Background: an optimization exercise with open tools, aiming at small area and a short achievable clock period. Do not read the settings as production practice.
In this exercise RTL edits were held to simulation tests only and were not proved equivalent to the original.
No activity file was given, so power comes from the tool's default toggle rates.

==> 04-17 <==
==> flow/design.v (excerpt) <==
module alpha_mean
(
    input   wire            clk                 ,
    input   wire            rst_n               ,
    input   wire            win_vld             ,
    input   wire  [199:0]   win                 ,
    output  reg             mean_vld            ,
    output  reg     [ 7:0]  mean_data
);
reg s1_1;
reg s1_2;
reg s1_3;
reg s1_4;
reg s1_5;
reg s1_6;
reg s1_7;
reg s1_8;
reg s1_9;
reg s1_10;
reg s1_11;
reg s1_12;
reg s1_13;
reg s1_14;
reg s1_15;
reg s1_16;
reg s1_17;
reg s1_18;
reg s1_19;
reg s1_20;
reg s1_21;
reg s1_22;
reg s1_23;
reg s1_24;
reg s1_25;
reg s1_26;
reg s1_27;
reg s1_28;
reg s1_29;
reg s1_30;
reg s1_31;
reg s1_32;
reg s1_33;
reg s1_34;
reg s1_35;
reg s1_36;
reg s1_37;
reg s1_38;
reg s1_39;
reg s1_40;
reg s1_41;
reg s1_42;
reg s1_43;
reg s1_44;
reg s1_45;
reg s1_46;
reg s1_47;
reg s1_48;
reg s1_49;
reg s1_50;
reg s1_51;
reg s1_52;
reg s1_53;
reg s1_54;
reg s1_55;
reg s1_56;
reg s1_57;
reg s1_58;
reg s1_59;
reg s1_60;
reg s1_61;
reg s1_62;
reg s1_63;
reg s1_64;
reg s1_65;
reg s1_66;
reg s1_67;
reg s1_68;
reg s1_69;
reg s1_70;
reg s1_71;
reg s1_72;
reg s1_73;
reg s1_74;
reg s1_75;
reg s1_76;
reg s1_77;
reg s1_78;
reg s1_79;
reg s1_80;
reg s1_81;
reg s1_82;
reg s1_83;
reg s1_84;
  ...
Settings: LEC_CHECK=0, ABC_AREA=1, CAP_MARGIN=20, CORE_AREA=2.3 2.72 429.64 429.76, CTS_CLUSTER_DIAMETER=100, CTS_CLUSTER_SIZE=30, DIE_AREA=0 0 431.8 431.8, PLACE_DENSITY=0.55, SLEW_MARGIN=20; clock period 12.0 ns.
standard.sh (not shown) runs the stock make flow with config.mk's settings and CLKGATE_MAP_FILE= SYNTH_SCRIPT=/design/flow/synth_recipe.tcl, a recipe that flattens the netlist after the stock synthesis.
==> flow/flow/run.sh <==
#!/bin/bash
# The standard layout (standard.sh, unchanged synthesis), with ORFS's
# repair_timing asked to reach 8.0 ns of setup slack instead of 0.
# The clock period and all constraints are the design's.
export SETUP_SLACK_MARGIN=8.0
bash standard.sh > standard.log 2>&1
==> 12-10: changes against 04-17 <==
==> flow/flow/run.sh (replaced) <==
#!/bin/bash
# The standard layout (standard.sh, unchanged synthesis), with ORFS's
# repair_timing asked to reach 8.5 ns of setup slack instead of 0.
# The clock period and all constraints are the design's.
export SETUP_SLACK_MARGIN=8.5
bash standard.sh > standard.log 2>&1
Settings changed: CORE_AREA 2.3 2.72 429.64 429.76 to default, CORE_MARGIN from default to 2, CORE_UTILIZATION from default to 55, CTS_CLUSTER_DIAMETER 100 to 150, DIE_AREA 0 0 431.8 431.8 to default, PLACE_DENSITY 0.55 to 0.65.
==> comparison table <==
	04-17	12-10
Cell at the root of the clock tree	sky130_fd_sc_hd__clkbuf_16	sky130_fd_sc_hd__clkbuf_16
Routability Congestion	1.12	1.15
Dpl cells	11755	10978
Dpl cell area	72600 µm²	71400 µm²
Number of gates resized after CTS	254	1196
Post-Place Worst Slack	7440 ps	6890 ps
Number of buffers inserted by post-CTS setup repair	52	258
Fraction of the mapped netlist area in simple logic gates	0.205	0.205
Detail Placement HPWL	304000 µm	281000 µm
Initial standard-cell utilization of the core	0.378	0.556
Flip-flop cell with the highest count after synthesis	sky130_fd_sc_hd__dfxtp_1	sky130_fd_sc_hd__dfxtp_1
Count of state elements after synthesis	867	867
Yosys warnings	1	1
Status	no timing/DRC/antenna violations	aborted with a tool error
Stage where the flow stopped	-	global routing
Total clock buffers created by CTS	46	36
Die outline height	432 µm	358 µm
Std cell rows	157	129
Fraction of the mapped netlist area in compound gates	0.188	0.188
Die width	432 µm	358 µm


==> run a: inputs <==
alpha_mean again, from the RTL that the note above started with.
clock: 12.0 ns
lec_check: 0
abc_area: 1
cap_margin: 20
cell_pad_in_sites_detail_placement: 1
cell_pad_in_sites_global_placement: 2
core_area: 2.3 2.72 456.78 456.96
cts_cluster_diameter: 100
cts_cluster_size: 30
die_area: 0 0 459.0 459.0
place_density: 0.5
slew_margin: 20
tns_end_percent: 5
==> flow/flow/run.sh <==
#!/bin/bash
# The standard layout (standard.sh, unchanged synthesis), with ORFS's
# repair_timing asked to reach 8.4 ns of setup slack instead of 0.
# The clock period and all constraints are the design's.
export SETUP_SLACK_MARGIN=8.4
bash standard.sh > standard.log 2>&1
==> run b: changes against run a <==
==> flow/flow/run.sh (replaced) <==
#!/bin/bash
# The standard layout (standard.sh, unchanged synthesis), with ORFS's
# repair_timing asked to reach 8.1 ns of setup slack instead of 0, and every
# input and output port buffered with sky130_fd_sc_hd__buf_1 (instead of the
# delay cell buffer_ports picks by default).
# The clock period and all constraints are the design's.
export SETUP_SLACK_MARGIN=8.1
export BUFFER_PORTS_ARGS="-buffer_cell sky130_fd_sc_hd__buf_1"
bash standard.sh > standard.log 2>&1
Settings changed: CORE_AREA 2.3 2.72 456.78 456.96 to 2.3 2.72 415.84 416.16, CTS_CLUSTER_DIAMETER 100 to 80, CTS_CLUSTER_SIZE 30 to 20, DIE_AREA 0 0 459.0 459.0 to 0 0 418.21 418.21, GPL_TIMING_DRIVEN set to 1, PLACE_DENSITY 0.5 to 0.55, TNS_END_PERCENT 5 to unset.
==> run c: changes against run a <==
==> flow/flow/run.sh (replaced) <==
#!/bin/bash
# The standard layout (standard.sh, unchanged synthesis), with ORFS's
# repair_timing asked to reach 8.0 ns of setup slack instead of 0.
# The clock period and all constraints are the design's.
export SETUP_SLACK_MARGIN=8.0
bash standard.sh > standard.log 2>&1
Settings changed: TNS_END_PERCENT 5 to unset.
==> notes <==
Synthesized area is the same in run c and run b.
Clock power: run b is higher than run a (24%).
Via count: run b is larger than run c (about 3.4%).
In run a the die area is higher than in run b, by about 20%.
Combinational power is about the same in run a and run b.
Non-clock buffer count, lowest first: run c, run b, run a.
Against run a, the critical path depth of run b is lower by 1.
Sequential share of layout area: run a < run c < run b.
The lowest utilization belongs to run c, the highest to run b.
==> figures <==
| item | run c | run a | run b |
|---|---|---|---|
| Result of the run | complete, no violations | complete, no violations | complete, no violations |
| Placeable Area | 0.206 mm² | 0.206 mm² | 0.171 mm² |
| Filler cell count in the final layout | 25297 | 24900 | 21151 |
| Slowest-stage cell, CP | sky130_fd_sc_hd__fa_1 | sky130_fd_sc_hd__fa_1 | sky130_fd_sc_hd__clkinvlp_4 |
| Launch point of the worst reg-to-reg path | s1_20 | s1_20 | s1_53 |
| Global routing usage on met1 | 0.583 | 0.591 | 0.625 |
| Relative slew margins | 0.181 | 0.253 | 0.154 |
| Worst skew pair latency | 760 ps | 770 ps | 840 ps |
| PD cells | 270 mW/mm² | 258 mW/mm² | 282 mW/mm² |
| Final critical-path share of the clock period | 0.344 | 0.323 | 0.340 |
| Chip width | 459 µm | 459 µm | 418 µm |
| Fin nets | 10497 | 10671 | 10557 |
| Worst-path clk slew | 110 ps | 110 ps | 80 ps |
| Power drawn by the combinational cells | 14700 µW | 15200 µW | 15100 µW |
| Synth-to-layout area growth | 13.0% | 21.4% | 12.9% |
| Clock buffers created by TritonCTS | 46 | 46 | 69 |
| Combined buffer and inverter count along the critical path | 3 | 3 | 2 |
| Critical path peak fanout | 25 | 25 | 20 |
| Proportion of cell area occupied by multi-input gates | 0.552 | 0.535 | 0.557 |
| P_int | 9060 µW | 9370 µW | 9570 µW |

==> static timing again, ports no longer ideal <==
Ports are ideal in the flow. The routed layouts listed here were re-timed in OpenROAD. Step 1, drivers: a clkbuf_16 drives clk and a buf_2 each remaining input, both assumed. Step 2 moves the port delays by t, midway between the first and last clock arrival at a register: inputs arrive t later, outputs are due t later. That takes back most of the time a late clock gives input paths. a / b / c = ideal ports / drivers / drivers and shift; a / b = the first two.
run	t (ns)	slack for setup (ns)	worst setup path at the end	worst data-port slew with drivers (ns)
04-17	0.829	7.867 / 7.867 / 7.867	register to register	0.07
run a	0.832	8.129 / 8.129 / 8.129	register to register	0.13
run b	0.901	7.918 / 7.918 / 7.918	register to register	0.09
run c	0.823	7.871 / 7.871 / 7.871	register to register	0.13
After both steps every run listed still meets setup and hold.
